From an optimization exercise on the open Yosys and OpenROAD flow, aimed at small area; shortcuts taken in it are not production practice.
The RTL was checked by simulation tests, not by an equivalence proof against the original design.
No activity file was given, so power comes from the tool's default toggle rates.

==> design/flow/design.v <==
`timescale 1ns / 1ps
module SR_chain #(parameter PH = 0) (
    input  wire       clk,
    input  wire       clr,
    input  wire [9:0] code,
    output wire       inc
);
    function automatic reachable(input integer v);
        begin
            if (PH == 0) reachable = 1'b1;
            else reachable = (v <= 721) || v == 725 || v == 739 || v == 1004 ||
                             v == 1018 || v == 1022 || v == 1023;
        end
    endfunction
    wire [31:0] row = 32'd1 << code[9:5];
    wire [31:0] col = 32'd1 << code[4:0];
    wire [1023:0] t;
    genvar r, c;
    generate for (r = 0; r < 32; r = r + 1) begin : rw
        for (c = 0; c < 32; c = c + 1) begin : cl
            if (reachable(r*32+c)) begin : e
                reg s1, s2;
                wire hit = row[r] & col[c];
                always @(posedge clk) begin
                    s1 <= hit | (s1 & ~clr);
                    s2 <= (s2 | (hit & s1)) & ~clr;
                end
                assign t[r*32+c] = hit & s1 & ~s2;
            end else begin : n
                assign t[r*32+c] = 1'b0;
            end
        end
    end endgenerate
    assign inc = |t;
endmodule
`timescale 1ns / 1ps
module SR_chain_control (
    input  wire       clk,
    input  wire       reset,
    input  wire       start,
    output reg  [7:0] q,
    output reg        run,
    output reg        frame_end,
    output reg        done
);
    wire last = (q == 8'd249);
    always @(posedge clk) begin
        if (reset) begin
            q <= 8'd235;
            run <= 1'b0;
            frame_end <= 1'b0;
            done <= 1'b0;
        end else begin
            if (run | start) begin
                q <= last ? 8'd0 : q + 8'd1;
                if (last) run <= 1'b1;
            end
            frame_end <= run & last;
            done <= run & (q >= 8'd22) & (q <= 8'd29);
        end
    end
endmodule
`timescale 1ns / 1ps
module cordic_rtop (
    input  wire        i_clk,
    input  wire [13:0] i_xval,
    input  wire [13:0] i_yval,
    output wire [9:0]  o_mag,
    output wire [9:0]  o_phase
);
    localparam NST = 12;
    wire sx = i_xval[13], sy = i_yval[13];
    wire [14:0] ex = {sx, i_xval};
    wire [14:0] ey = {sy, i_yval};
    wire [14:0] x0, y0;
    wire [14:0] pa = ex ^ {15{sx}};
    wire [14:0] pb = ey ^ {15{sy}};
    wire [14:0] pc = ex ^ {15{~sy}};
    wire [14:0] pd = ey ^ {15{sx}};
    wire px1 = pa[0] ^ pb[0];
    wire px2 = pa[0] & pb[0];
    wire px3 = sx ^ sy;
    wire px4 = sx & sy;
    wire px5 = pa[1] ^ pb[1] ^ px2;
    wire px6 = (pa[1] & pb[1]) | (px2 & (pa[1] ^ pb[1]));
    wire px7 = pa[2] ^ pb[2];
    wire px8 = pa[2] & pb[2];
    wire px9 = pa[3] ^ pb[3];
    wire px10 = pa[3] & pb[3];
    wire px11 = pa[4] ^ pb[4];
    wire px12 = pa[4] & pb[4];
    wire px13 = pa[5] ^ pb[5];
    wire px14 = pa[5] & pb[5];
    wire px15 = pa[6] ^ pb[6];
    wire px16 = pa[6] & pb[6];
    wire px17 = pa[7] ^ pb[7];
    wire px18 = pa[7] & pb[7];
    wire px19 = pa[8] ^ pb[8];
    wire px20 = pa[8] & pb[8];
    wire px21 = pa[9] ^ pb[9];
    wire px22 = pa[9] & pb[9];
    wire px23 = pa[10] ^ pb[10];
    wire px24 = pa[10] & pb[10];
    wire px25 = pa[11] ^ pb[11];
    wire px26 = pa[11] & pb[11];
    wire px27 = pa[12] ^ pb[12];
    wire px28 = pa[12] & pb[12];
    wire px29 = pa[13] ^ pb[13];
    wire px30 = pa[13] & pb[13];
    wire px31 = pa[14] ^ pb[14];
    wire px32 = pa[14] & pb[14];
    wire px33 = px1 ^ px3;
    wire px34 = px1 & px3;
    wire px35 = px4 ^ px5 ^ px34;
    wire px36 = (px4 & px5) | (px34 & (px4 ^ px5));
    wire px37 = px6 ^ px7 ^ px36;
    wire px38 = (px6 & px7) | (px36 & (px6 ^ px7));
    wire px39 = px8 ^ px9 ^ px38;
    wire px40 = (px8 & px9) | (px38 & (px8 ^ px9));
    wire px41 = px10 ^ px11 ^ px40;
    wire px42 = (px10 & px11) | (px40 & (px10 ^ px11));
    wire px43 = px12 ^ px13 ^ px42;
    wire px44 = (px12 & px13) | (px42 & (px12 ^ px13));
    wire px45 = px14 ^ px15 ^ px44;
    wire px46 = (px14 & px15) | (px44 & (px14 ^ px15));
    wire px47 = px16 ^ px17 ^ px46;
    wire px48 = (px16 & px17) | (px46 & (px16 ^ px17));
    wire px49 = px18 ^ px19 ^ px48;
    wire px50 = (px18 & px19) | (px48 & (px18 ^ px19));
    wire px51 = px20 ^ px21 ^ px50;
    wire px52 = (px20 & px21) | (px50 & (px20 ^ px21));
    wire px53 = px22 ^ px23 ^ px52;
    wire px54 = (px22 & px23) | (px52 & (px22 ^ px23));
    wire px55 = px24 ^ px25 ^ px54;
    wire px56 = (px24 & px25) | (px54 & (px24 ^ px25));
    wire px57 = px26 ^ px27 ^ px56;
    wire px58 = (px26 & px27) | (px56 & (px26 ^ px27));
    wire px59 = px28 ^ px29 ^ px58;
    wire px60 = (px28 & px29) | (px58 & (px28 ^ px29));
    wire px61 = px30 ^ px31 ^ px60;
    wire px62 = (px30 & px31) | (px60 & (px30 ^ px31));
    assign x0 = {px61, px59, px57, px55, px53, px51, px49, px47, px45, px43, px41, px39, px37, px35, px33};
    wire py1 = pc[0] ^ pd[0];
    wire py2 = pc[0] & pd[0];
    wire py3 = ~sy ^ sx;
    wire py4 = ~sy & sx;
    wire py5 = pc[1] ^ pd[1] ^ py2;
    wire py6 = (pc[1] & pd[1]) | (py2 & (pc[1] ^ pd[1]));
    wire py7 = pc[2] ^ pd[2];
    wire py8 = pc[2] & pd[2];
    wire py9 = pc[3] ^ pd[3];
    wire py10 = pc[3] & pd[3];
    wire py11 = pc[4] ^ pd[4];
    wire py12 = pc[4] & pd[4];
    wire py13 = pc[5] ^ pd[5];
    wire py14 = pc[5] & pd[5];
    wire py15 = pc[6] ^ pd[6];
    wire py16 = pc[6] & pd[6];
    wire py17 = pc[7] ^ pd[7];
    wire py18 = pc[7] & pd[7];
    wire py19 = pc[8] ^ pd[8];
    wire py20 = pc[8] & pd[8];
    wire py21 = pc[9] ^ pd[9];
    wire py22 = pc[9] & pd[9];
    wire py23 = pc[10] ^ pd[10];
    wire py24 = pc[10] & pd[10];
    wire py25 = pc[11] ^ pd[11];
    wire py26 = pc[11] & pd[11];
    wire py27 = pc[12] ^ pd[12];
    wire py28 = pc[12] & pd[12];
    wire py29 = pc[13] ^ pd[13];
    wire py30 = pc[13] & pd[13];
    wire py31 = pc[14] ^ pd[14];
    wire py32 = pc[14] & pd[14];
    wire py33 = py1 ^ py3;
    wire py34 = py1 & py3;
    wire py35 = py4 ^ py5 ^ py34;
    wire py36 = (py4 & py5) | (py34 & (py4 ^ py5));
    wire py37 = py6 ^ py7 ^ py36;
    wire py38 = (py6 & py7) | (py36 & (py6 ^ py7));
    wire py39 = py8 ^ py9 ^ py38;
    wire py40 = (py8 & py9) | (py38 & (py8 ^ py9));
    wire py41 = py10 ^ py11 ^ py40;
    wire py42 = (py10 & py11) | (py40 & (py10 ^ py11));
    wire py43 = py12 ^ py13 ^ py42;
    wire py44 = (py12 & py13) | (py42 & (py12 ^ py13));
    wire py45 = py14 ^ py15 ^ py44;
    wire py46 = (py14 & py15) | (py44 & (py14 ^ py15));
    wire py47 = py16 ^ py17 ^ py46;
    wire py48 = (py16 & py17) | (py46 & (py16 ^ py17));
    wire py49 = py18 ^ py19 ^ py48;
    wire py50 = (py18 & py19) | (py48 & (py18 ^ py19));
    wire py51 = py20 ^ py21 ^ py50;
    wire py52 = (py20 & py21) | (py50 & (py20 ^ py21));
    wire py53 = py22 ^ py23 ^ py52;
    wire py54 = (py22 & py23) | (py52 & (py22 ^ py23));
    wire py55 = py24 ^ py25 ^ py54;
    wire py56 = (py24 & py25) | (py54 & (py24 ^ py25));
    wire py57 = py26 ^ py27 ^ py56;
    wire py58 = (py26 & py27) | (py56 & (py26 ^ py27));
    wire py59 = py28 ^ py29 ^ py58;
    wire py60 = (py28 & py29) | (py58 & (py28 ^ py29));
    wire py61 = py30 ^ py31 ^ py60;
    wire py62 = (py30 & py31) | (py60 & (py30 ^ py31));
    assign y0 = {py61, py59, py57, py55, py53, py51, py49, py47, py45, py43, py41, py39, py37, py35, py33};
    localparam [NST-2:0] REGB = 11'b10010101111;
    reg [14:0] xr0;
    reg [13:0] rr0;
    reg [NST+1:0] dr0;    
    always @(posedge i_clk) begin
        xr0 <= x0;
        rr0 <= y0[13:0];      
        dr0 <= {sx, sy, y0[14], {(NST-1){1'b0}}};
    end
    wire [14:0] xa [0:NST-1], xb [0:NST-1];
    wire [13:0] ra [0:NST-1], rb [0:NST-1];
    wire        ma [0:NST-1];
    wire [NST+1:0] da [0:NST-1], db [0:NST-1];
    wire        gb [0:NST-1];
    reg  [14:0] xq [0:NST-2];
    reg  [13:0] rq [0:NST-2];
    reg  [NST+1:0] dq [0:NST-2];
    genvar i;
    generate for (i = 0; i < NST; i = i + 1) begin : it
        if (i == 0) begin : s0
            assign xa[0] = xr0; assign ra[0] = rr0; assign da[0] = dr0;
            assign ma[0] = dr0[NST-1];
        end else begin : sn
            if (REGB[i-1]) begin : sr
                assign xa[i] = xq[i-1]; assign ra[i] = rq[i-1]; assign da[i] = dq[i-1];
            end else begin : sc
                assign xa[i] = xb[i-1]; assign ra[i] = rb[i-1]; assign da[i] = db[i-1];
            end
            assign ma[i] = ~(da[i][NST-1-i] ^ da[i][NST-i]);
        end
        cordic_iter #(.S(i+1), .FAST(i >= 4)) u_it(.x(xa[i]), .r(ra[i]), .m(ma[i]), .neg(da[i][NST-1-i]),
                                    .xo(xb[i]), .ro(rb[i]), .nego(gb[i]));
        if (i < NST-1) begin : dn
            assign db[i] = da[i] | ({{(NST+1){1'b0}}, gb[i]} << (NST-2-i));
            if (REGB[i]) begin : rg
                always @(posedge i_clk) begin
                    xq[i] <= xb[i];
                    rq[i] <= rb[i];
                    dq[i] <= db[i];
                end
            end
        end else begin : dl
            assign db[i] = da[i];
        end
    end endgenerate
    cordic_mag mg(.x(xb[NST-1]), .o_mag(o_mag));
    cordic_phase pg(.f(da[NST-1]), .o_phase(o_phase));
endmodule
module cordic_mag (
    input  wire [14:0] x,
    output wire [9:0]  o_mag
);
    wire mg1 = x[0] ^ x[2];
    wire mg2 = x[0] & x[2];
    wire mg3 = x[1] ^ x[3];
    wire mg4 = x[1] & x[3];
    wire mg5 = ~x[0] ^ ~x[3];
    wire mg6 = ~x[0] & ~x[3];
    wire mg7 = ~x[1] ^ ~x[4];
    wire mg8 = ~x[1] & ~x[4];
    wire mg9 = ~x[2] ^ ~x[5];
    wire mg10 = ~x[2] & ~x[5];
    wire mg11 = x[0] ^ ~x[3] ^ ~x[6];
    wire mg12 = (x[0] & ~x[3]) | (~x[6] & (x[0] ^ ~x[3]));
    wire mg13 = x[1] ^ ~x[4] ^ ~x[7];
    wire mg14 = (x[1] & ~x[4]) | (~x[7] & (x[1] ^ ~x[4]));
    wire mg15 = ~x[5] ^ ~x[8] ^ ~x[12];
    wire mg16 = (~x[5] & ~x[8]) | (~x[12] & (~x[5] ^ ~x[8]));
    wire mg17 = x[14] ^ 1'b1;
    wire mg18 = x[14] & 1'b1;
    wire mg19 = ~x[6] ^ ~x[9] ^ ~x[13];
    wire mg20 = (~x[6] & ~x[9]) | (~x[13] & (~x[6] ^ ~x[9]));
    wire mg21 = 1'b1 ^ mg2 ^ mg3;
    wire mg22 = (1'b1 & mg2) | (mg3 & (1'b1 ^ mg2));
    wire mg23 = x[2] ^ x[4] ^ ~x[7];
    wire mg24 = (x[2] & x[4]) | (~x[7] & (x[2] ^ x[4]));
    wire mg25 = ~x[10] ^ x[14] ^ mg4;
    wire mg26 = (~x[10] & x[14]) | (mg4 & (~x[10] ^ x[14]));
    wire mg27 = x[3] ^ x[5] ^ ~x[8];
    wire mg28 = (x[3] & x[5]) | (~x[8] & (x[3] ^ x[5]));
    wire mg29 = ~x[11] ^ 1'b1;
    wire mg30 = ~x[11] & 1'b1;
    wire mg31 = x[4] ^ x[6] ^ ~x[9];
    wire mg32 = (x[4] & x[6]) | (~x[9] & (x[4] ^ x[6]));
    wire mg33 = ~x[12] ^ 1'b1;
    wire mg34 = ~x[12] & 1'b1;
    wire mg35 = x[5] ^ x[7] ^ ~x[10];
    wire mg36 = (x[5] & x[7]) | (~x[10] & (x[5] ^ x[7]));
    wire mg37 = ~x[13] ^ 1'b1;
    wire mg38 = ~x[13] & 1'b1;
    wire mg39 = x[6] ^ x[8] ^ ~x[11];
    wire mg40 = (x[6] & x[8]) | (~x[11] & (x[6] ^ x[8]));
    wire mg41 = x[7] ^ x[9];
    wire mg42 = x[7] & x[9];
    wire mg43 = x[8] ^ x[10];
    wire mg44 = x[8] & x[10];
    wire mg45 = ~x[0] ^ ~x[4];
    wire mg46 = ~x[0] & ~x[4];
    wire mg47 = ~x[1] ^ ~x[5];
    wire mg48 = ~x[1] & ~x[5];
    wire mg49 = ~x[2] ^ ~x[6];
    wire mg50 = ~x[2] & ~x[6];
    wire mg51 = ~x[7] ^ ~x[9] ^ 1'b1;
    wire mg52 = (~x[7] & ~x[9]) | (1'b1 & (~x[7] ^ ~x[9]));
    wire mg53 = ~x[8] ^ ~x[10] ^ mg6;
    wire mg54 = (~x[8] & ~x[10]) | (mg6 & (~x[8] ^ ~x[10]));
    wire mg55 = ~x[9] ^ ~x[11] ^ mg8;
    wire mg56 = (~x[9] & ~x[11]) | (mg8 & (~x[9] ^ ~x[11]));
    wire mg57 = ~x[10] ^ ~x[12] ^ mg10;
    wire mg58 = (~x[10] & ~x[12]) | (mg10 & (~x[10] ^ ~x[12]));
    wire mg59 = ~x[11] ^ ~x[13] ^ mg12;
    wire mg60 = (~x[11] & ~x[13]) | (mg12 & (~x[11] ^ ~x[13]));
    wire mg61 = mg1 ^ mg14 ^ mg15;
    wire mg62 = (mg1 & mg14) | (mg15 & (mg1 ^ mg14));
    wire mg63 = mg16 ^ mg18 ^ mg19;
    wire mg64 = (mg16 & mg18) | (mg19 & (mg16 ^ mg18));
    wire mg65 = mg20 ^ mg22 ^ mg23;
    wire mg66 = (mg20 & mg22) | (mg23 & (mg20 ^ mg22));
    wire mg67 = mg24 ^ mg26 ^ mg27;
    wire mg68 = (mg24 & mg26) | (mg27 & (mg24 ^ mg26));
    wire mg69 = mg28 ^ mg30 ^ mg31;
    wire mg70 = (mg28 & mg30) | (mg31 & (mg28 ^ mg30));
    wire mg71 = mg32 ^ mg34 ^ mg35;
    wire mg72 = (mg32 & mg34) | (mg35 & (mg32 ^ mg34));
    wire mg73 = x[14] ^ mg36 ^ mg38;
    wire mg74 = (x[14] & mg36) | (mg38 & (x[14] ^ mg36));
    wire mg75 = ~x[12] ^ 1'b1 ^ mg40;
    wire mg76 = (~x[12] & 1'b1) | (mg40 & (~x[12] ^ 1'b1));
    wire mg77 = ~x[13] ^ 1'b1 ^ mg42;
    wire mg78 = (~x[13] & 1'b1) | (mg42 & (~x[13] ^ 1'b1));
    wire mg79 = x[9] ^ x[11] ^ x[14];
    wire mg80 = (x[9] & x[11]) | (x[14] & (x[9] ^ x[11]));
    wire mg81 = x[10] ^ x[12];
    wire mg82 = x[10] & x[12];
    wire mg83 = x[11] ^ x[13];
    wire mg84 = x[11] & x[13];
    wire mg85 = ~x[0] ^ ~x[2];
    wire mg86 = ~x[0] & ~x[2];
    wire mg87 = ~x[1] ^ ~x[3];
    wire mg88 = ~x[1] & ~x[3];
    wire mg89 = ~x[2] ^ ~x[4];
    wire mg90 = ~x[2] & ~x[4];
    wire mg91 = ~x[3] ^ ~x[5];
    wire mg92 = ~x[3] & ~x[5];
    wire mg93 = ~x[6] ^ 1'b1 ^ mg45;
    wire mg94 = (~x[6] & 1'b1) | (mg45 & (~x[6] ^ 1'b1));
    wire mg95 = ~x[7] ^ mg46 ^ mg47;
    wire mg96 = (~x[7] & mg46) | (mg47 & (~x[7] ^ mg46));
    wire mg97 = ~x[8] ^ mg48 ^ mg49;
    wire mg98 = (~x[8] & mg48) | (mg49 & (~x[8] ^ mg48));
    wire mg99 = mg5 ^ mg50 ^ mg51;
    wire mg100 = (mg5 & mg50) | (mg51 & (mg5 ^ mg50));
    wire mg101 = mg7 ^ mg52 ^ mg53;
    wire mg102 = (mg7 & mg52) | (mg53 & (mg7 ^ mg52));
    wire mg103 = mg9 ^ mg54 ^ mg55;
    wire mg104 = (mg9 & mg54) | (mg55 & (mg9 ^ mg54));
    wire mg105 = mg11 ^ mg56 ^ mg57;
    wire mg106 = (mg11 & mg56) | (mg57 & (mg11 ^ mg56));
    wire mg107 = mg13 ^ mg58 ^ mg59;
    wire mg108 = (mg13 & mg58) | (mg59 & (mg13 ^ mg58));
    wire mg109 = mg17 ^ mg60 ^ mg61;
    wire mg110 = (mg17 & mg60) | (mg61 & (mg17 ^ mg60));
    wire mg111 = mg21 ^ mg62 ^ mg63;
    wire mg112 = (mg21 & mg62) | (mg63 & (mg21 ^ mg62));
    wire mg113 = mg25 ^ mg64 ^ mg65;
    wire mg114 = (mg25 & mg64) | (mg65 & (mg25 ^ mg64));
    wire mg115 = mg29 ^ mg66 ^ mg67;
    wire mg116 = (mg29 & mg66) | (mg67 & (mg29 ^ mg66));
    wire mg117 = mg33 ^ mg68 ^ mg69;
    wire mg118 = (mg33 & mg68) | (mg69 & (mg33 ^ mg68));
    wire mg119 = mg37 ^ mg70 ^ mg71;
    wire mg120 = (mg37 & mg70) | (mg71 & (mg37 ^ mg70));
    wire mg121 = mg39 ^ mg72 ^ mg73;
    wire mg122 = (mg39 & mg72) | (mg73 & (mg39 ^ mg72));
    wire mg123 = mg41 ^ mg74 ^ mg75;
    wire mg124 = (mg41 & mg74) | (mg75 & (mg41 ^ mg74));
    wire mg125 = mg43 ^ mg76 ^ mg77;
    wire mg126 = (mg43 & mg76) | (mg77 & (mg43 ^ mg76));
    wire mg127 = mg44 ^ mg78 ^ mg79;
    wire mg128 = (mg44 & mg78) | (mg79 & (mg44 ^ mg78));
    wire mg129 = 1'b1 ^ mg80 ^ mg81;
    wire mg130 = (1'b1 & mg80) | (mg81 & (1'b1 ^ mg80));
    wire mg131 = 1'b1 ^ mg82 ^ mg83;
    wire mg132 = (1'b1 & mg82) | (mg83 & (1'b1 ^ mg82));
    wire mg133 = x[12] ^ ~x[14] ^ mg84;
    wire mg134 = (x[12] & ~x[14]) | (mg84 & (x[12] ^ ~x[14]));
    wire mg135 = ~x[0] & 1'b1;
    wire mg136 = ~x[1] & mg135;
    wire mg137 = (1'b1 & mg85) | (mg136 & (1'b1 | mg85));
    wire mg138 = (mg86 & mg87) | (mg137 & (mg86 | mg87));
    wire mg139 = (mg88 & mg89) | (mg138 & (mg88 | mg89));
    wire mg140 = (mg90 & mg91) | (mg139 & (mg90 | mg91));
    wire mg141 = (mg92 & mg93) | (mg140 & (mg92 | mg93));
    wire mg142 = (mg94 & mg95) | (mg141 & (mg94 | mg95));
    wire mg143 = (mg96 & mg97) | (mg142 & (mg96 | mg97));
    wire mg144 = (mg98 & mg99) | (mg143 & (mg98 | mg99));
    wire mg145 = (mg100 & mg101) | (mg144 & (mg100 | mg101));
    wire mg146 = (mg102 & mg103) | (mg145 & (mg102 | mg103));
    wire mg147 = (mg104 & mg105) | (mg146 & (mg104 | mg105));
    wire mg148 = (mg106 & mg107) | (mg147 & (mg106 | mg107));
    wire mg149 = (mg108 & mg109) | (mg148 & (mg108 | mg109));
    wire mg150 = (mg110 & mg111) | (mg149 & (mg110 | mg111));
    wire mg151 = (mg112 & mg113) | (mg150 & (mg112 | mg113));
    wire mg152 = mg114 ^ mg115 ^ mg151;
    wire mg153 = (mg114 & mg115) | (mg151 & (mg114 ^ mg115));
    wire mg154 = mg116 ^ mg117 ^ mg153;
    wire mg155 = (mg116 & mg117) | (mg153 & (mg116 ^ mg117));
    wire mg156 = mg118 ^ mg119 ^ mg155;
    wire mg157 = (mg118 & mg119) | (mg155 & (mg118 ^ mg119));
    wire mg158 = mg120 ^ mg121 ^ mg157;
    wire mg159 = (mg120 & mg121) | (mg157 & (mg120 ^ mg121));
    wire mg160 = mg122 ^ mg123 ^ mg159;
    wire mg161 = (mg122 & mg123) | (mg159 & (mg122 ^ mg123));
    wire mg162 = mg124 ^ mg125 ^ mg161;
    wire mg163 = (mg124 & mg125) | (mg161 & (mg124 ^ mg125));
    wire mg164 = mg126 ^ mg127 ^ mg163;
    wire mg165 = (mg126 & mg127) | (mg163 & (mg126 ^ mg127));
    wire mg166 = mg128 ^ mg129 ^ mg165;
    wire mg167 = (mg128 & mg129) | (mg165 & (mg128 ^ mg129));
    wire mg168 = mg130 ^ mg131 ^ mg167;
    wire mg169 = (mg130 & mg131) | (mg167 & (mg130 ^ mg131));
    wire mg170 = mg132 ^ mg133 ^ mg169;
    wire mg171 = (mg132 & mg133) | (mg169 & (mg132 ^ mg133));
    assign o_mag = {mg170, mg168, mg166, mg164, mg162, mg160, mg158, mg156, mg154, mg152};
endmodule
module cordic_phase (
    input  wire [13:0] f,
    output wire [9:0]  o_phase
);
    wire pg1 = ~f[10] ^ ~f[8];
    wire pg2 = ~f[10] & ~f[8];
    wire pg3 = ~f[8] ^ ~f[7];
    wire pg4 = ~f[8] & ~f[7];
    wire pg5 = ~f[11] ^ ~f[10] ^ ~f[4];
    wire pg6 = (~f[11] & ~f[10]) | (~f[4] & (~f[11] ^ ~f[10]));
    wire pg7 = ~f[11] ^ ~f[8] ^ ~f[5];
    wire pg8 = (~f[11] & ~f[8]) | (~f[5] & (~f[11] ^ ~f[8]));
    wire pg9 = ~f[6] ^ ~f[4] ^ ~f[1];
    wire pg10 = (~f[6] & ~f[4]) | (~f[1] & (~f[6] ^ ~f[4]));
    wire pg11 = ~f[0] ^ 1'b1;
    wire pg12 = ~f[0] & 1'b1;
    wire pg13 = ~f[5] ^ ~f[2] ^ ~f[1];
    wire pg14 = (~f[5] & ~f[2]) | (~f[1] & (~f[5] ^ ~f[2]));
    wire pg15 = ~f[0] ^ pg2 ^ pg3;
    wire pg16 = (~f[0] & pg2) | (pg3 & (~f[0] ^ pg2));
    wire pg17 = ~f[6] ^ ~f[3] ^ ~f[2];
    wire pg18 = (~f[6] & ~f[3]) | (~f[2] & (~f[6] ^ ~f[3]));
    wire pg19 = ~f[1] ^ pg4;
    wire pg20 = ~f[1] & pg4;
    wire pg21 = ~f[10] ^ ~f[7] ^ ~f[4];
    wire pg22 = (~f[10] & ~f[7]) | (~f[4] & (~f[10] ^ ~f[7]));
    wire pg23 = ~f[3] ^ ~f[2];
    wire pg24 = ~f[3] & ~f[2];
    wire pg25 = ~f[11] ^ ~f[8] ^ ~f[5];
    wire pg26 = (~f[11] & ~f[8]) | (~f[5] & (~f[11] ^ ~f[8]));
    wire pg27 = ~f[4] ^ ~f[3] ^ 1'b1;
    wire pg28 = (~f[4] & ~f[3]) | (1'b1 & (~f[4] ^ ~f[3]));
    wire pg29 = ~f[9] ^ ~f[6] ^ ~f[5];
    wire pg30 = (~f[9] & ~f[6]) | (~f[5] & (~f[9] ^ ~f[6]));
    wire pg31 = ~f[11] ^ ~f[10];
    wire pg32 = ~f[11] & ~f[10];
    wire pg33 = ~f[3] ^ ~f[2];
    wire pg34 = ~f[3] & ~f[2];
    wire pg35 = ~f[3] ^ ~f[0] ^ pg6;
    wire pg36 = (~f[3] & ~f[0]) | (pg6 & (~f[3] ^ ~f[0]));
    wire pg37 = pg1 ^ pg8 ^ pg9;
    wire pg38 = (pg1 & pg8) | (pg9 & (pg1 ^ pg8));
    wire pg39 = pg10 ^ pg12 ^ pg13;
    wire pg40 = (pg10 & pg12) | (pg13 & (pg10 ^ pg12));
    wire pg41 = pg14 ^ pg16 ^ pg17;
    wire pg42 = (pg14 & pg16) | (pg17 & (pg14 ^ pg16));
    wire pg43 = pg18 ^ pg20 ^ pg21;
    wire pg44 = (pg18 & pg20) | (pg21 & (pg18 ^ pg20));
    wire pg45 = pg22 ^ pg24 ^ pg25;
    wire pg46 = (pg22 & pg24) | (pg25 & (pg22 ^ pg24));
    wire pg47 = ~f[4] ^ pg26 ^ pg28;
    wire pg48 = (~f[4] & pg26) | (pg28 & (~f[4] ^ pg26));
    wire pg49 = ~f[7] ^ ~f[6] ^ ~f[5];
    wire pg50 = (~f[7] & ~f[6]) | (~f[5] & (~f[7] ^ ~f[6]));
    wire pg51 = ~f[11] ^ ~f[8] ^ ~f[7];
    wire pg52 = (~f[11] & ~f[8]) | (~f[7] & (~f[11] ^ ~f[8]));
    wire pg53 = ~f[9] ^ ~f[8] ^ ~f[7];
    wire pg54 = (~f[9] & ~f[8]) | (~f[7] & (~f[9] ^ ~f[8]));
    wire pg55 = ~f[9] ^ ~f[8] ^ ((~f[13] & ~f[12]) | (~f[13] & f[12]));
    wire pg56 = (~f[9] & ~f[8]) | (((~f[13] & ~f[12]) | (~f[13] & f[12])) & (~f[9] ^ ~f[8]));
    wire pg57 = ~f[10] ^ ~f[9] ^ ((f[13] & f[12]));
    wire pg58 = (~f[10] & ~f[9]) | (((f[13] & f[12])) & (~f[10] ^ ~f[9]));
    wire pg59 = ~f[11] ^ ~f[10];
    wire pg60 = ~f[11] & ~f[10];
    wire pg61 = ~f[1] ^ pg5;
    wire pg62 = ~f[1] & pg5;
    wire pg63 = pg7 ^ pg34 ^ pg35;
    wire pg64 = (pg7 & pg34) | (pg35 & (pg7 ^ pg34));
    wire pg65 = pg11 ^ pg36 ^ pg37;
    wire pg66 = (pg11 & pg36) | (pg37 & (pg11 ^ pg36));
    wire pg67 = pg15 ^ pg38 ^ pg39;
    wire pg68 = (pg15 & pg38) | (pg39 & (pg15 ^ pg38));
    wire pg69 = pg19 ^ pg40 ^ pg41;
    wire pg70 = (pg19 & pg40) | (pg41 & (pg19 ^ pg40));
    wire pg71 = pg23 ^ pg42 ^ pg43;
    wire pg72 = (pg23 & pg42) | (pg43 & (pg23 ^ pg42));
    wire pg73 = pg27 ^ pg44 ^ pg45;
    wire pg74 = (pg27 & pg44) | (pg45 & (pg27 ^ pg44));
    wire pg75 = pg29 ^ pg46 ^ pg47;
    wire pg76 = (pg29 & pg46) | (pg47 & (pg29 ^ pg46));
    wire pg77 = pg30 ^ pg48 ^ pg49;
    wire pg78 = (pg30 & pg48) | (pg49 & (pg30 ^ pg48));
    wire pg79 = ~f[6] ^ pg50 ^ pg51;
    wire pg80 = (~f[6] & pg50) | (pg51 & (~f[6] ^ pg50));
    wire pg81 = ((~f[13] & ~f[12]) | (f[13] & f[12])) ^ pg52 ^ pg53;
    wire pg82 = (((~f[13] & ~f[12]) | (f[13] & f[12])) & pg52) | (pg53 & (((~f[13] & ~f[12]) | (f[13] & f[12])) ^ pg52));
    wire pg83 = pg31 ^ pg54 ^ pg55;
    wire pg84 = (pg31 & pg54) | (pg55 & (pg31 ^ pg54));
    wire pg85 = pg32 ^ pg56 ^ pg57;
    wire pg86 = (pg32 & pg56) | (pg57 & (pg32 ^ pg56));
    wire pg87 = ((~f[13] & ~f[12]) | (f[13] & ~f[12])) ^ pg58 ^ pg59;
    wire pg88 = (((~f[13] & ~f[12]) | (f[13] & ~f[12])) & pg58) | (pg59 & (((~f[13] & ~f[12]) | (f[13] & ~f[12])) ^ pg58));
    wire pg89 = ~f[11] ^ ((~f[13] & ~f[12]) | (f[13] & f[12])) ^ pg60;
    wire pg90 = (~f[11] & ((~f[13] & ~f[12]) | (f[13] & f[12]))) | (pg60 & (~f[11] ^ ((~f[13] & ~f[12]) | (f[13] & f[12]))));
    wire pg91 = pg33 & pg61;
    wire pg92 = (pg62 & pg63) | (pg91 & (pg62 | pg63));
    wire pg93 = (pg64 & pg65) | (pg92 & (pg64 | pg65));
    wire pg94 = (pg66 & pg67) | (pg93 & (pg66 | pg67));
    wire pg95 = (pg68 & pg69) | (pg94 & (pg68 | pg69));
    wire pg96 = (pg70 & pg71) | (pg95 & (pg70 | pg71));
    wire pg97 = (pg72 & pg73) | (pg96 & (pg72 | pg73));
    wire pg98 = (pg74 & pg75) | (pg97 & (pg74 | pg75));
    wire pg99 = pg76 ^ pg77 ^ pg98;
    wire pg100 = (pg76 & pg77) | (pg98 & (pg76 ^ pg77));
    wire pg101 = pg78 ^ pg79 ^ pg100;
    wire pg102 = (pg78 & pg79) | (pg100 & (pg78 ^ pg79));
    wire pg103 = pg80 ^ pg81 ^ pg102;
    wire pg104 = (pg80 & pg81) | (pg102 & (pg80 ^ pg81));
    wire pg105 = pg82 ^ pg83 ^ pg104;
    wire pg106 = (pg82 & pg83) | (pg104 & (pg82 ^ pg83));
    wire pg107 = pg84 ^ pg85 ^ pg106;
    wire pg108 = (pg84 & pg85) | (pg106 & (pg84 ^ pg85));
    wire pg109 = pg86 ^ pg87 ^ pg108;
    wire pg110 = (pg86 & pg87) | (pg108 & (pg86 ^ pg87));
    wire pg111 = pg88 ^ pg89 ^ pg110;
    wire pg112 = (pg88 & pg89) | (pg110 & (pg88 ^ pg89));
    wire pg113 = ((~f[13] & ~f[12]) | (f[13] & ~f[12])) ^ pg90 ^ pg112;
    wire pg114 = (((~f[13] & ~f[12]) | (f[13] & ~f[12])) & pg90) | (pg112 & (((~f[13] & ~f[12]) | (f[13] & ~f[12])) ^ pg90));
    wire pg115 = ((~f[13] & ~f[12]) | (f[13] & f[12])) ^ pg114;
    wire pg116 = ((~f[13] & ~f[12]) | (f[13] & f[12])) & pg114;
    wire pg117 = ((~f[13] & ~f[12]) | (~f[13] & f[12])) ^ pg116;
    wire pg118 = ((~f[13] & ~f[12]) | (~f[13] & f[12])) & pg116;
    assign o_phase = {pg117, pg115, pg113, pg111, pg109, pg107, pg105, pg103, pg101, pg99};
endmodule
module cordic_iter #(parameter S = 1, parameter FAST = 0) (
    input  wire [14:0] x,
    input  wire [13:0] r,
    input  wire        m,
    input  wire        neg,
    output wire [14:0] xo,
    output wire [13:0] ro,
    output wire        nego
);
    localparam LB = 14 - S;           
    genvar j;
    wire [13:0] un = ~(r ^ {14{m}});
    wire [13:0] u = ~un;
    wire [15:0] cx;
    assign cx[0] = neg;
    generate for (j = 0; j < 15; j = j + 1) begin : ax
        if (j < LB) begin : f
            assign xo[j] = x[j] ^ u[j+S] ^ cx[j];
            assign cx[j+1] = (x[j] & u[j+S]) | (cx[j] & (x[j] ^ u[j+S]));
        end else begin : h
            assign xo[j] = x[j] ^ cx[j];
            assign cx[j+1] = x[j] & cx[j];
        end
    end endgenerate
    wire [14:0] ub = {1'b1, un};
    wire k = x[14];
    wire [15:0] cy;
    wire [14:0] d;
    assign cy[0] = 1'b0;
    generate for (j = 0; j < LB; j = j + 1) begin : dl
        assign d[j] = ub[j] ^ x[j+S] ^ cy[j];
        assign cy[j+1] = (ub[j] & x[j+S]) | (cy[j] & (ub[j] ^ x[j+S]));
    end endgenerate
    if (FAST) begin : fu
        wire [15:0] po, pa;
        assign po[LB] = 1'b0;
        assign pa[LB] = 1'b1;
        for (j = LB; j < 15; j = j + 1) begin : du
            assign po[j+1] = po[j] | ub[j];
            assign pa[j+1] = pa[j] & ub[j];
            assign cy[j+1] = k ? (cy[LB] | po[j+1]) : (cy[LB] & pa[j+1]);
            assign d[j] = ub[j] ^ k ^ cy[j];
        end
    end else begin : su
        for (j = LB; j < 15; j = j + 1) begin : du
            assign d[j] = ub[j] ^ k ^ cy[j];
            assign cy[j+1] = (ub[j] & k) | (cy[j] & (ub[j] ^ k));
        end
    end
    assign ro = d[13:0];
    assign nego = neg ^ ~d[14];
endmodule
`timescale 1ns / 1ps
module DBSCAN_ARG (
    input  wire       clk,
    input  wire       clr,
    input  wire       inc,
    input  wire       load,
    output reg  [6:0] count,
    output wire [9:0] out
);
    reg [6:0] run_cnt, prev, out_r;
    always @(posedge clk) begin
        if (clr) begin
            run_cnt <= 7'd0;
            count <= run_cnt;
            prev <= count;
        end else begin
            run_cnt <= run_cnt + {6'd0, inc};
        end
        if (load) out_r <= prev;
    end
    assign out = {3'b000, out_r};
endmodule
`timescale 1ns / 1ps
module mlp_24bit_scalable (
    input  wire        clk,
    input  wire [7:0]  q,
    input  wire [6:0]  c0,
    input  wire [6:0]  c1,
    output wire [3:0]  classification_result,
    output wire [23:0] regression_result
);
    localparam W0 = 12, W1 = 11, W2 = 15;    
    wire hid  = (q >= 8'd31) & (q <= 8'd44);    
    wire hidc = (q >= 8'd31) & (q <= 8'd37);    
    wire hid0 = (q == 8'd31);
    wire hidl = (q == 8'd44);
    reg [3:0] b;       
    reg [4:0] k;       
    wire bl = (b == 4'd13);
    always @(posedge clk) begin
        b <= (hidl | bl) ? 4'd0 : b + 4'd1;
        k <= hidl ? 5'd0 : k + {4'd0, bl};
    end
    wire have = (b == 4'd0) & (k != 5'd0) & (k <= 5'd11);
    wire [2:0] cs = q[2:0] + 3'd1;
    wire cb0 = c0[cs] & hidc;
    wire cb1 = c1[cs] & hidc;
    reg [13:0] h0, h1, h2;      
    reg        z0, z1, z2;      
    localparam [38*16-1:0] VROM = 608'b11100001000001111110111101000000111101111000010000011111101111010000001111011110000100000111111011110100000011110111100001000001111110111101000000111101111000010000011111101111010000001111011110000100000111111011110100000011110110110000011010111110100000111111110010111011001001110111001000010000000111111100011010100011101011010011111100111011111111101001111100011101111111010011111111111001101000011001101111100111101101010111011100000001000111111101110011111111010101000001101100111101110101111111110110001000100000101110101100011111110110000010100000100110001001101100000001100111011111100011000001000000;
    wire [37:0] vk = VROM[k[3:0]*38 +: 38];
    wire [W0-1:0] v0 = vk[11:0];
    wire [W1-1:0] v1 = vk[22:12];
    wire [W2-1:0] v2 = vk[37:23];
    reg [W0-1:0] d0; reg [W1-1:0] d1; reg [W2-1:0] d2;
    always @* begin
        if (hid) begin
            case ({cb1, cb0})
            2'b00: begin d0 = 0;   d1 = 0;   d2 = 0;   end
            2'b01: begin d0 = 50;  d1 = -10; d2 = -72; end
            2'b10: begin d0 = -22; d1 = 95;  d2 = 98;  end
            default: begin d0 = 28; d1 = 85; d2 = 26; end
            endcase
        end else begin
            d0 = (h0[0] & ~z0) ? v0 : {W0{1'b0}};
            d1 = (h1[0] & ~z1) ? v1 : {W1{1'b0}};
            d2 = (h2[0] & ~z2) ? v2 : {W2{1'b0}};
        end
    end
    wire first = hid ? hid0 : (b == 4'd0);
    wire [W0-1:0] i0 = hid ? -12'sd1110 : 12'd0;
    wire [W1-1:0] i1 = hid ? -11'sd380 : 11'd0;
    wire [W2-1:0] i2 = hid ? 15'sd2010 : 15'd0;
    reg [W0-1:0] A0; reg [6:0] L0;
    reg [W1-1:0] A1; reg [6:0] L1;
    reg [W2-1:0] A2; reg [6:0] L2;
    wire [W0:0] s0; wire [W1:0] s1; wire [W2:0] s2;
    mlp_radd #(W0) ad0(.a(first ? i0 : A0), .b(d0), .s(s0));
    mlp_radd #(W1) ad1(.a(first ? i1 : A1), .b(d1), .s(s1));
    mlp_radd #(W2) ad2(.a(first ? i2 : A2), .b(d2), .s(s2));
    always @(posedge clk) begin
        A0 <= s0[W0:1]; L0 <= {s0[0], L0[6:1]};
        A1 <= s1[W1:1]; L1 <= {s1[0], L1[6:1]};
        A2 <= s2[W2:1]; L2 <= {s2[0], L2[6:1]};
        h0 <= hid ? {s0[0], h0[13:1]} : {h0[0], h0[13:1]};
        h1 <= hid ? {s1[0], h1[13:1]} : {h1[0], h1[13:1]};
        h2 <= hid ? {s2[0], h2[13:1]} : {h2[0], h2[13:1]};
        if (hidl) begin
            z0 <= s0[W0]; z1 <= s1[W1]; z2 <= s2[W2];
        end
    end
    wire [W0+6:0] f0 = {A0, L0};
    wire [W1+6:0] f1 = {A1, L1};
    wire [W2+6:0] f2 = {A2, L2};
    localparam [20*16-1:0] OBROM = 320'b11111111011110111100111111110111101111001111111101111011110011111111011110111100111111110111101111000000100010100101101100000110001111111010000011101010100110010000101101110110100011111111011001100111000001010011101101000000001110100101001100001000000000100010000100010111010000011111101101001000000011111111011110111100;
    wire [19:0] obn = OBROM[k[3:0]*20 +: 20];
    wire [15:0] obk = obn[19:4];
    wire [3:0] nk = obn[3:0];    
    wire [22:0] e0 = {{(23-W0-7){f0[W0+6]}}, f0};
    wire [22:0] e1 = {{(23-W1-7){f1[W1+6]}}, f1};
    wire [22:0] e2 = {{(23-W2-7){f2[W2+6]}}, f2};
    wire [22:0] e3 = {{7{obk[15]}}, obk};
    wire [22:0] p1 = e0 ^ e1 ^ e2;
    wire [22:0] g1 = {(e0[21:0] & e1[21:0]) | (e2[21:0] & (e0[21:0] ^ e1[21:0])), 1'b0};
    wire [22:0] p2 = p1 ^ g1 ^ e3;
    wire [22:0] g2 = {(p1[21:0] & g1[21:0]) | (e3[21:0] & (p1[21:0] ^ g1[21:0])), 1'b0};
    wire [23:0] ok;
    mlp_radd #(23) ads(.a(p2), .b(g2), .s(ok));
    reg [15:0] okr;
    reg        fits;
    reg        cmpv;      
    always @(posedge clk) begin
        okr <= ok[15:0];
        fits <= (ok[22:15] == 8'h00) | (ok[22:15] == 8'hff);
        cmpv <= have;
    end
    reg [15:0] maxv;
    reg [3:0] maxi;
    reg [15:0] reg0;
    wire [15:0] ma = {~maxv[15], maxv[14:0]};
    wire [15:0] ob = {okr[15], ~okr[14:0]};
    wire [16:0] cc;
    assign cc[0] = 1'b1;
    genvar j;
    generate for (j = 0; j < 16; j = j + 1) begin : cmp
        assign cc[j+1] = (ma[j] & ob[j]) | (cc[j] & (ma[j] | ob[j]));
    end endgenerate
    wire gt = fits & ~cc[16];
    always @(posedge clk) begin
        if (cmpv) begin
            if (k == 5'd1) begin
                maxv <= okr; maxi <= 4'd0; reg0 <= okr;
            end else if (gt) begin
                maxv <= okr; maxi <= nk;
            end
        end
    end
    assign classification_result = maxi;
    assign regression_result = {{8{reg0[15]}}, reg0};
endmodule
module mlp_radd #(parameter W = 8) (
    input  wire [W-1:0] a,
    input  wire [W-1:0] b,
    output wire [W:0]   s
);
    wire [W:0] c;
    assign c[0] = 1'b0;
    genvar j;
    generate for (j = 0; j < W; j = j + 1) begin : fa
        assign s[j] = a[j] ^ b[j] ^ c[j];
        assign c[j+1] = (a[j] & b[j]) | (c[j] & (a[j] ^ b[j]));
    end endgenerate
    assign s[W] = a[W-1] ^ b[W-1] ^ c[W];
endmodule
`timescale 1ns / 1ps
module SR_full_top(input [13:0] ini,
                   input [13:0] inq,
                   input clk,
                   input reset,
                   input start,
                   output [9:0] out0,
                   output [9:0] out1,
                   output [3:0] classification_result,
                   output [23:0] regression_result,
                   output done,
                   output frame_end
    );
    wire [7:0] q;
    wire run;
    SR_chain_control ctl(.clk(clk), .reset(reset), .start(start), .q(q), .run(run),
                         .frame_end(frame_end), .done(done));
    wire [9:0] mag_c, arg_c;
    cordic_rtop cordic(.i_clk(clk), .i_xval(ini), .i_yval(inq), .o_mag(mag_c), .o_phase(arg_c));
    reg [9:0] mag, arg;
    always @(posedge clk) begin
        mag <= mag_c;
        arg <= arg_c;
    end
    wire clr = (q == 8'd243);
    wire inc_abs, inc_arg;
    SR_chain #(.PH(0)) hist_abs(.clk(clk), .clr(clr), .code(mag), .inc(inc_abs));
    SR_chain #(.PH(1)) hist_arg(.clk(clk), .clr(clr), .code(arg), .inc(inc_arg));
    wire [6:0] c_arg, c_abs;
    DBSCAN_ARG cnt_arg(.clk(clk), .clr(clr), .inc(inc_arg), .load(q == 8'd1), .count(c_arg), .out(out0));
    DBSCAN_ARG cnt_abs(.clk(clk), .clr(clr), .inc(inc_abs), .load(q == 8'd1), .count(c_abs), .out(out1));
    mlp_24bit_scalable mlp(.clk(clk), .q(q), .c0(c_arg), .c1(c_abs),
                           .classification_result(classification_result),
                           .regression_result(regression_result));
endmodule
==> design/flow/run.sh <==
#!/bin/bash
# synth_recipe.tcl (not shown) runs the flow's synth.tcl, then flattens the netlist and writes it again
# the make line also repeats each setting of config.mk as NAME=value (left out here)
make -C /OpenROAD-flow-scripts/flow DESIGN_CONFIG=/design/flow/config.mk WORK_HOME=/design/flow/orfs CLKGATE_MAP_FILE= SYNTH_SCRIPT=/design/flow/synth_recipe.tcl finish
==> design/flow/config.mk <==
export PLATFORM = sky130hd
export DESIGN_NAME = SR_full_top
export DESIGN_NICKNAME = SR_full_top
export VERILOG_FILES = /design/flow/design.v
export SDC_FILE = /design/flow/constraint.sdc
export NUM_CORES = 8
export LEC_CHECK = 0
export CAP_MARGIN = 20
export CORE_MARGIN = 2
export CORE_UTILIZATION = 55
export CTS_BUF_LIST = sky130_fd_sc_hd__clkbuf_8
export CTS_CLUSTER_DIAMETER = 100
export CTS_CLUSTER_SIZE = 14
export PLACE_DENSITY = 0.65
export SLEW_MARGIN = 20
==> design/flow/constraint.sdc <==
create_clock -name core_clock -period 10.0 [get_ports {clk}]
set_input_delay 2.0000 -clock core_clock [delete_from_list [all_inputs] [get_ports {clk}]]
set_output_delay 2.0000 -clock core_clock [all_outputs]
set_load 0.01 [all_outputs]
==> run notes, run 1 <==
- Outcome: complete, no violations
- Vert. Die Dim: 532 µm
- Finished Layout Cells: 19200
- Placeable Area: 277000 µm²
- CP Class: reg -> reg
- Number of remaining DRC errors: 0
- TritonCTS clock tree: built
- Commonest cells after routing, fill and taps aside: 3952 x dfxtp_1, 2219 x inv_1, 1825 x a21oi_1
- Instance count of the mapped netlist: 15800
- R2R cell count: 40
- Register bit total from synthesis: 4037
- Port Buffers: 74
- DRT Wirelength: 407000 µm
- P&R area growth vs syn: 6.40%
- Nets: 16000
- Finished Cell Area: 163000 µm²
- Fraction of layout cells with a size suffix above 1: 5.83%
- HP Class: reg -> reg
- Crit-path max FO: 3
- Gr usage total: 27.8%
- CP endpoint: mag[9]
- Starting density of the core: 55.3%
- Number of synthesis warnings: 13
- Pleak: 0.0732 µW
- Setup TNS: 0 ps
- Mean Syn Cell Area: 9.66 µm²
- Insertion delay to the later sink of the worst-skew pair: 1100 ps
- Hold depth: 0
- First-pass GRT wire length: 623000 µm
- Total congestion overflow: 0
- Peak VDD IR: 564 µV
- Root Driver: clkbuf_8
- Final hold violation count: 0
- Crit end category: flop
- DIE WIDTH: 532 µm
- Slew @ Worst Pin: 1260 ps
- R2R setup slack: 200 ps
- Worst R2R Start: cordic.dq[10][1]
- Top_reg_cell synth: dfxtp_1
- Power Density: 341 nW/µm²
- Worst Setup SP: cordic.dq[10][1]
- Area of placed instances: 158000 µm²
- Post-synth ARST share: 0%
- # Max-Cap Violations: 0
- I/O pin cnt: 81
- CTS clk-pin slew, worst paths: 100 ps
- DR iter-0 viols: 8913
- Number of flops mapped to enable cells by yosys: 81
- Worst EP required: 10980 ps
- Drt via density: 5.84
- Pre-antenna DRT Iters: 5
- Fmax: 102 MHz
- Site Rows: 193
- Detailed placement HPWL: 251000 µm
- Max Root-Sink Buffers: 4
- Largest net degree at the start of global routing: 224
- Dpl cells: 18800
- Max Clock Skew: 83.4 ps
- Final Cycle Share: 98.0%
- CTS Buf Count: 326
- Synth Cell Area: 153000 µm²
- Number of global-route vias before repair: 104000
- Crit Reg-Reg Endpoint: mag[9]
- Sequential-to-total area share from yosys stat: 53.3%
- Sink Count: 4037
- Worst path slowest cell: fa_1
- Fill count: 24200
- Antenna Violating Nets Remaining: 0
- Final Critical Period: 9800 ps
- WP data arrival: 10790 ps
- Wire per inst: 21.2 µm
- Vias: 112000
- Distinct cells, synth: 91
- Depth of the CTS H-tree: 5
- RSZ-0062 raised after global routing: yes
- Initial antenna violation count: 3
- Final setup viols: 0
- Slew Viols, Final: 0
- Most common cell after layout, fill and taps aside: dfxtp_1
- Full die area: 283000 µm²
- Slowest stage delay, CP: 520 ps
- Pwr Total: 55500 µW
- GP Congestion: 0.835
- Worst rel slew slack: 16.2%
- Critical Path Start Type: flop
[cell usage after synthesis, drive strengths merged (30+ instances only)]
| cell | n | area, µm² |
|---|---|---|
| a22o | 1747 | 15300 |
| o21ai | 88 | 440 |
| nor3 | 54 | 275 |
| nand3 | 1819 | 9100 |
| edfxtp | 81 | 2430 |
| xor2 | 91 | 805 |
| clkbuf | 888 | 3330 |
| a21oi | 1825 | 9130 |
| and2 | 31 | 194 |
| ha | 186 | 2330 |
| nor4 | 95 | 609 |
| inv | 2209 | 8290 |
| nor2 | 519 | 1950 |
| fa | 388 | 7770 |
| xnor2 | 186 | 1630 |
| buf | 276 | 1100 |
| dfxtp | 3956 | 79200 |
| o21a | 30 | 225 |
| o22ai | 877 | 5490 |
| nand2 | 104 | 390 |
| nand4 | 77 | 482 |
[through the flow]
step,setup slack [ps],util (%),hold WS (ps)
after floorplan,-3.81,-,310
after global placement,-347,57.0,310
after detailed placement,-425,57.0,312
after CTS,21.1,58.8,324
after global routing,-134,58.9,328
final,197,58.9,315
[kinds of logic (layout without fill, tap and decap cells)]
kind of cell | Yosys count | count (layout) | share of synthesized area [%]
compound gates | 4690 | 4690 | 20.7
xor+xnor | 279 | 279 | 1.62
fa+ha+maj | 584 | 584 | 6.66
buf+inv | 3373 | 2964 | 8.31
flops | 4037 | 4037 | 53.3
mux | 24 | 24 | 0.187
other cells | 1 | 8 | 0.00245
simple gates | 2860 | 2860 | 9.24
[how the worst min path moves through the flow]
| stage | slack (ps) | end | start |
|---|---|---|---|
| after floorplan | 310 | cordic.dq[0][12] | cordic.dr0[12] |
| after global placement | 310 | cordic.dq[5][9] | cordic.dq[3][9] |
| after detailed placement | 310 | cordic.dq[2][13] | cordic.dq[1][13] |
| after CTS | 320 | mlp.h0[0] | mlp.h0[1] |
| after global routing | 330 | mlp.h0[0] | mlp.h0[1] |
| final | 320 | mlp.h0[0] | mlp.h0[1] |
[per-layer routing]
metal | share of wire [%] | up-vias | track usage (%) | wire, µm
met5 | 0 | - | 0 | 0
met4 | 2.9 | 0 | 7.93 | 12000
met3 | 5.4 | 617 | 2.77 | 22000
met2 | 47 | 2883 | 46.3 | 190000
met1 | 45 | 54600 | 38.5 | 183000
li1 | - | 53800 | - | -
[critical path: cells and delay by family, from the launching register on]
| kind | cells | cell delay (ps) |
|---|---|---|
| DFF | 1 | 340 |
| buffers and inverters | 3 | 150 |
| and+or+nand+nor | 1 | 100 |
| xor gates and xnor gates | 5 | 800 |
| adders and majority gates | 28 | 7910 |
| AOI/OAI and AO/OA | 3 | 410 |
[sequential cells by signal (all words and copies together) (netlist names), 8 cells and up]
name	flops
arg	10
cordic.dq	56
cordic.rq	86
cordic.rr0	14
cordic.xq	105
cordic.xr0	15
ctl.q	8
hist_abs.rw.cl.e.s1	1024
hist_abs.rw.cl.e.s2	1024
hist_arg.rw.cl.e.s1	728
hist_arg.rw.cl.e.s2	728
mag	10
mlp.A0	12
mlp.A1	11
mlp.A2	15
mlp.h0	14
mlp.h1	14
mlp.h2	14
mlp.maxv	16
mlp.okr	16
mlp.reg0	16
[where the power goes]
group          leakage [µW]  switching (µW)  internal [µW]
Combinational        0.0376           13000          10500
Sequential           0.0330            2570          21200
Clock               0.00259            5240           3040
Total                0.0732           20800          34700
[timing repair]
action | 4_1_cts | 5_1_grt
endpoints found under the setup margin | 2 | 7
pin swaps | 6 | 31
hold buffers | 0 | 0
gates resized for setup | 13 | 42
buffers inserted | 0 | 6
[layout make-up]
| type | instances | area [µm²] | share of cell area (%) |
|---|---|---|---|
| Antenna cell | 2 | 5.00 | 0.00307 |
| Clock buffer | 333 | 4580 | 2.81 |
| Clock inverter | 38 | 307 | 0.188 |
| Inverter | 2209 | 8300 | 5.09 |
| Multi-Input combinational cell | 8443 | 60000 | 36.9 |
| Sequential cell | 4037 | 81600 | 50.1 |
| Tap cell | 3705 | 4640 | 2.85 |
| Timing Repair Buffer | 384 | 3410 | 2.09 |
==> inputs of run 2 (changes only) <==
==> design/flow/flow/run.sh (new file) <==
#!/bin/bash
# The standard layout (the standard.sh, all steps), except that the
# input and output ports are buffered with the smallest buffer cell.
export BUFFER_PORTS_ARGS="-buffer_cell sky130_fd_sc_hd__buf_1"
bash standard.sh > standard.log 2>&1
==> design/flow/standard.sh (new file) <==
#!/bin/bash
# synth_recipe.tcl (not shown) runs the flow's synth.tcl, then flattens the netlist and writes it again
# the make line also repeats each setting of config.mk as NAME=value (left out here)
make -C /OpenROAD-flow-scripts/flow DESIGN_CONFIG=/design/flow/config.mk WORK_HOME=/design/flow/orfs CLKGATE_MAP_FILE= SYNTH_SCRIPT=/design/flow/synth_recipe.tcl "${@:-finish}"
removed: design/flow/run.sh
==> run notes, run 2 <==
- Number of global-route vias before repair: 105000
- Drt via density: 5.84
- Vert. Die Dim: 532 µm
- Outcome: complete, no violations
- DR iter-0 viols: 9424
- Total congestion overflow: 0
- Power Density: 344 nW/µm²
- Nets: 16000
- Distinct cells, synth: 91
- Worst rel slew slack: 15.5%
- Max Clock Skew: 61.8 ps
- Wire per inst: 21.3 µm
- Top_reg_cell synth: dfxtp_1
- Synth top area cells: dfxtp_1 52%, a22o_1 10%, a21oi_1 6.0%
- Peak VDD IR: 518 µV
- Setup TNS: 0 ps
- R2R cell count: 40
- Vias: 112000
- Sequential power share: 42.5%
- Insertion delay to the later sink of the worst-skew pair: 1110 ps
- Synth Cell Area: 153000 µm²
- Synth area leader: dfxtp_1
- Global route hottest layer: met2
- M1 GR Usage: 38.8%
- Worst Setup SP: cordic.dq[10][1]
- Share of the synthesized area in the top cell type: 51.7%
- R2R setup slack: 300 ps
- Fraction of layout cells with a size suffix above 1: 6.14%
- Sink Count: 4037
- Critical path's top delay family: adder cells
- HP Class: reg -> reg
- CTS Buf Count: 328
- Critical Path Start Type: flop
- Antenna Violating Nets Remaining: 0
- Dpl cells: 18800
- Crit-path max FO: 3
- Slew Viols, Final: 0
- Clock Power Share: 14.9%
- # Max-Cap Violations: 0
- Pre-CTS WS: -433 ps
- Fill count: 24200
- Fmax: 103 MHz
- WP data arrival: 10670 ps
- Port Buffers: 74
- Worst EP required: 10960 ps
- Mean Syn Cell Area: 9.66 µm²
- TritonCTS clock tree: built
- Top-count cell post-synth: dfxtp_1
- Final hold violation count: 0
- Initial antenna violation count: 6
- I/O pin cnt: 81
- Internal: 35000 µW
- GP Congestion: 0.832
- Depth of the CTS H-tree: 5
- Comb power frac: 42.7%
- Detailed placement HPWL: 255000 µm
- Worst R2R Start: cordic.dq[10][1]
- Post-synth top cells: 3956 x dfxtp_1, 2207 x inv_1, 1825 x a21oi_1
- Register bit total from synthesis: 4037
- Max Root-Sink Buffers: 4
- Pwr Total: 55900 µW
- Gr usage total: 28.1%
- Finished Layout Cells: 19200
- Final setup viols: 0
- Number of remaining DRC errors: 0
- P&R area growth vs syn: 6.17%
- Most common cell after layout, fill and taps aside: dfxtp_1
- DRT Wirelength: 408000 µm
- FF+latch area: 81600 µm²
- Full die area: 283000 µm²
- Pleak: 0.0730 µW
- GR met3 Demand/Resource: 2.96%
- Worst path slowest cell: fa_1
- Area of the multi-input gates: 60000 µm²
- Sequential-to-total area share from yosys stat: 53.3%
- Pre-antenna DRT Iters: 6
- Switching portion of total power: 37.4%
- Top Registers: hist_abs.rw.cl.e.s1 x1024, hist_abs.rw.cl.e.s2 x1024
- Crit Reg-Reg Endpoint: mag[9]
- Sw Pwr: 20900 µW
- CTS clk-pin slew, worst paths: 90 ps
- Number of synthesis warnings: 13
- Crit end category: flop
- Post-synth ARST share: 0%
- Slowest stage delay, CP: 490 ps
- Final Critical Period: 9700 ps
- Root Driver: clkbuf_8
- CP endpoint: mag[9]
- Worst Hold Margin: 313 ps
- CP Class: reg -> reg
- Worst setup margin: 297 ps
- Met2 Use GR: 46.8%
- Commonest cells after routing, fill and taps aside: 3952 x dfxtp_1, 2213 x inv_1, 1825 x a21oi_1
- Site Rows: 193
- Number of flops mapped to enable cells by yosys: 81
- CP bufs+invs: 3
- First-pass GRT wire length: 628000 µm
- Largest net degree at the start of global routing: 203
- Slew @ Worst Pin: 1270 ps
- Placeable Area: 277000 µm²
- Starting density of the core: 55.3%
- Most frequent CP cell: fa_2
- Instance count of the mapped netlist: 15800
- WP depth: 40
- Final Cycle Share: 97.0%
- DIE WIDTH: 532 µm
==> run 2: cell counts after synthesis <==
No cell type changed its count.
==> run 2: worst min path at each step <==
stage | from | to | depth (start not counted) | slack [ps]
floorplan | cordic.dr0[12] | cordic.dq[0][12] | 0 | 310
global placement | cordic.dq[5][9] | cordic.dq[7][9] | 0 | 310
detailed placement | cordic.dq[7][8] | cordic.dq[10][8] | 0 | 310
CTS | mlp.h1[10] | mlp.h1[9] | 0 | 310
global route | mlp.h2[7] | mlp.h2[6] | 0 | 330
finish | cordic.dq[1][11] | cordic.dq[2][11] | 0 | 310
==> run 2: layout make-up <==
type / count / area share (%)
Clock buffer: 334 / 2.83
Tap cell: 3705 / 2.85
Multi-Input combinational cell: 8444 / 36.9
Antenna cell: 1 / 0.00154
Inverter: 2209 / 5.11
Sequential cell: 4037 / 50.2
Clock inverter: 40 / 0.194
Timing Repair Buffer: 411 / 1.87
==> run 2: logic make-up after synthesis <==
kind of cell    share of synthesized area (%)
simple gates                             9.24
xor+xnor                                 1.62
fa+ha+maj                                6.66
mux                                     0.187
other cells                           0.00245
compound gates                           20.7
buf+inv                                  8.31
flops                                    53.3
==> run 2: repair_timing <==
action / 4_1_cts / 5_1_grt
setup endpoints to repair: 2 / 8
setup buffers: 3 / 9
pin swaps: 24 / 32
hold buffers: 0 / 0
gates cloned: 0 / 1
resized for setup: 29 / 33
==> run 2: through the flow <==
| step | utilization [%] | instance area (µm²) |
|---|---|---|
| CTS | 58.7 | 162000 |
| finish | 58.7 | 163000 |
| detailed placement | 56.8 | 157000 |
| global route | 58.7 | 163000 |
| global placement | 56.8 | 157000 |
| floorplan | - | 153000 |
==> run 2: power groups by stage <==
| stage | Sequential (µW) | Clock [µW] | Combinational (µW) |
|---|---|---|---|
| finish | 23700 | 8310 | 23900 |
| global route | 24300 | 9090 | 27300 |
| global placement | 23900 | 0 | 22700 |
| detailed placement | 24000 | 0 | 23200 |
| CTS | 23700 | 8510 | 23800 |
| floorplan | 23300 | 0 | 16800 |
==> run 2: routing by layer <==
metal / wire (µm) / vias to the layer above
met5: 35 / -
met4: 11400 / 4
met3: 23800 / 636
met2: 192000 / 3053
met1: 181000 / 54500
li1: - / 53800
==> inputs of run 3 (changes only) <==
==> design/flow/flow/run.sh (replaced) <==
#!/bin/bash
# The standard layout (the standard.sh, all steps), except that the
# input and output ports are buffered with the smallest buffer cell and
# gates off the critical paths are downsized after global routing.
export BUFFER_PORTS_ARGS="-buffer_cell sky130_fd_sc_hd__buf_1"
bash standard.sh finish RECOVER_POWER=100 > standard.log 2>&1
==> run notes, run 3 <==
- Outcome: failed layout checks
- Layout Check Fails: capacitance limit, slew limit
- Final Cycle Share: 97.0%
- CTS Buf Count: 328
- Drt via density: 5.84
- Fraction of layout cells with a size suffix above 1: 5.98%
- # Max-Cap Violations: 26
- Total congestion overflow: 0
- Max Clock Skew: 67.9 ps
- Distinct cells, synth: 91
- Slowest stage delay, CP: 490 ps
- Antenna Violating Nets Remaining: 0
- Final setup viols: 0
- CP Class: reg -> reg
- Number of global-route vias before repair: 105000
- Power Density: 344 nW/µm²
- Vert. Die Dim: 532 µm
- DR iter-0 viols: 9089
- Sink Count: 4037
- Critical Path Start Type: flop
- Top_reg_cell synth: dfxtp_1
- CP endpoint: mag[9]
- Slew Viols, Final: 2319
- Commonest cells after routing, fill and taps aside: 3953 x dfxtp_1, 2214 x inv_1, 1825 x a21oi_1
- Max Root-Sink Buffers: 4
- Synth top area cells: dfxtp_1 52%, a22o_1 10%, a21oi_1 6.0%
- Largest net degree at the start of global routing: 203
- Peak VDD IR: 517 µV
- Pre-CTS WS: -433 ps
- Final Critical Period: 9700 ps
- Initial antenna violation count: 6
- Worst Setup SP: cordic.dq[10][1]
- Fill count: 24200
- GR met3 Demand/Resource: 2.96%
- Worst path slowest cell: fa_1
- Synth Cell Area: 153000 µm²
- Root Driver: clkbuf_8
- Sequential power share: 42.5%
- Slew @ Worst Pin: 4830 ps
- Instance count of the mapped netlist: 15800
- Wire per inst: 21.3 µm
- Internal: 35000 µW
- DRT Wirelength: 408000 µm
- Top-count cell post-synth: dfxtp_1
- Worst rel slew slack: -222%
- Clock Power Share: 14.8%
- Number of remaining DRC errors: 0
- Area of placed instances: 157000 µm²
- Vias: 112000
- Synth area leader: dfxtp_1
- Share of the synthesized area in the top cell type: 51.7%
- Starting density of the core: 55.3%
- Worst EP required: 10960 ps
- Gr usage total: 28.1%
- Nets: 16000
- Met2 Use GR: 46.8%
- Mean Syn Cell Area: 9.66 µm²
- Port Buffers: 74
- Site Rows: 193
- Full die area: 283000 µm²
- Fmax: 103 MHz
- Number of synthesis warnings: 13
- WP data arrival: 10670 ps
- Switching portion of total power: 37.4%
- Sequential-to-total area share from yosys stat: 53.3%
- Top Registers: hist_abs.rw.cl.e.s1 x1024, hist_abs.rw.cl.e.s2 x1024
- GP Congestion: 0.832
- Finished Cell Area: 162000 µm²
- Post-synth top cells: 3956 x dfxtp_1, 2207 x inv_1, 1825 x a21oi_1
- R2R cell count: 40
- Number of flops mapped to enable cells by yosys: 81
- Crit-path max FO: 3
- Pleak: 0.0729 µW
- Comb power frac: 42.7%
- First-pass GRT wire length: 628000 µm
- TritonCTS clock tree: built
- HP Class: reg -> reg
- Global route hottest layer: met2
- Most frequent CP cell: fa_2
- Placeable Area: 277000 µm²
- Detailed placement HPWL: 255000 µm
- R2R setup slack: 300 ps
- M1 GR Usage: 38.8%
- Post-synth ARST share: 0%
- Final hold violation count: 0
- Sw Pwr: 20900 µW
- I/O pin cnt: 81
- Final Util: 58.7%
- Crit end category: flop
- Worst R2R Start: cordic.dq[10][1]
- CTS clk-pin slew, worst paths: 90 ps
- Pre-antenna DRT Iters: 7
- Depth of the CTS H-tree: 5
- Most common cell after layout, fill and taps aside: dfxtp_1
- Crit Reg-Reg Endpoint: mag[9]
- P&R area growth vs syn: 6.05%
- Register bit total from synthesis: 4037
- DIE WIDTH: 532 µm
- Insertion delay to the later sink of the worst-skew pair: 1110 ps
- Worst setup margin: 296 ps
[run 3: cell types whose count changed in the layout (fill, tap and decap cells not counted), sizes merged]
cell    before  now
diode        1    2
buf        409  373
clkbuf     336  372
[run 3: metrics by stage]
| step | setup TNS, ps | cells | hold slack [ps] | power, µW |
|---|---|---|---|---|
| 2_1_floorplan | -3.81 | 15900 | 310 | 40100 |
| 3_3_place_gp | -450 | 18800 | 310 | 46700 |
| 3_5_place_dp | -566 | 18800 | 312 | 47200 |
| 4_1_cts | 0 | 19200 | 306 | 56000 |
| 5_1_grt | -67.9 | 19200 | 326 | 60600 |
| 6_report | 0 | 19200 | 317 | 55900 |
[run 3: worst min path at each step]
stage / start / end / slack, ps / depth (start not counted)
final: cordic.dq[1][11] / cordic.dq[2][11] / 320 / 0
after CTS: mlp.h1[10] / mlp.h1[9] / 310 / 0
after floorplan: cordic.dr0[12] / cordic.dq[0][12] / 310 / 0
after detailed placement: cordic.dq[7][8] / cordic.dq[10][8] / 310 / 0
after global routing: mlp.h2[7] / mlp.h2[6] / 330 / 0
after global placement: cordic.dq[5][9] / cordic.dq[7][9] / 310 / 0
[run 3: cell type report]
type                       instances  area, µm²  area share [%]
antenna                            2       5.00         0.00308
clock buffer                     334       4600            2.83
clock inverter                    40        315           0.194
inverter                        2209       8290            5.11
multi-input combinational       8444      60000            37.0
sequential                      4037      81600            50.3
tap                             3705       4640            2.85
timing repair buffer             411       2880            1.77
[run 3: worst max-delay path, delay by kind of cell, from the launching register on]
kind | cells | cell delay (ps)
fa+ha+maj | 28 | 7850
xor+xnor | 5 | 730
compound gates | 3 | 390
flops | 1 | 340
buf+inv | 3 | 150
simple gates | 1 | 100
[run 3: what timing repair did]
item,4_1_cts,5_1_grt
hold buffers,0,0
pin swaps,24,32
endpoints found under the hold margin,0,0
setup buffers,3,9
gates cloned,0,1
gates resized for setup,29,33
endpoints found under the setup margin,2,8
[run 3: power groups by stage]
stage | Sequential (µW) | Clock, µW | Combinational (µW)
2_1_floorplan | 23300 | 0 | 16800
3_3_place_gp | 23900 | 0 | 22700
3_5_place_dp | 24000 | 0 | 23200
4_1_cts | 23700 | 8510 | 23800
5_1_grt | 24300 | 9090 | 27300
6_report | 23700 | 8300 | 23900
[run 3: kinds of logic after synthesis]
group | Yosys count | share of synthesized area [%]
multiplexers | 24 | 0.187
flip-flops | 4037 | 53.3
XOR/XNOR | 279 | 1.62
buffers and inverters | 3373 | 8.31
other | 1 | 0.00245
adder cells (fa/ha/maj) | 584 | 6.66
AO/OA/AOI/OAI | 4690 | 20.7
AND/OR/NAND/NOR | 2860 | 9.24
[run 3: metal layers]
| metal | vias to the layer above | wire [µm] | share of wire, % |
|---|---|---|---|
| li1 | 53800 | - | - |
| met1 | 54500 | 182000 | 45 |
| met2 | 3057 | 191000 | 47 |
| met3 | 641 | 23200 | 5.7 |
| met4 | 6 | 11500 | 2.8 |
| met5 | - | 55 | 0.013 |

-- separate check: timing with driven ports --
The results above use ideal ports. As a check the final layouts listed here were re-extracted and re-timed, cells and wires unchanged.
Step 1 (the two cells are an assumption about what drives the block):
set clk [get_ports {clk}]
set_driving_cell -lib_cell sky130_fd_sc_hd__clkbuf_16 $clk
set_driving_cell -lib_cell sky130_fd_sc_hd__buf_2 [delete_from_list [all_inputs] $clk]
Step 2, shift: input delay + t, output delay - t, t = (earliest + latest rising clock arrival at the registers) / 2. This alone moves slack from input paths to output paths.
a / b / c = ideal / step 1 / step 2; a / b = the first two.
run	t (ns)	setup WS [ns]	worst slew at a driven data input, ns	pins driven straight from the clock port
run 1	1.151	0.197 / 0.197 / 0.197	0.07	1
run 2	1.167	0.297 / 0.297 / 0.297	0.08	1
run 3	1.170	0.296 / 0.296 / 0.296	0.06	1
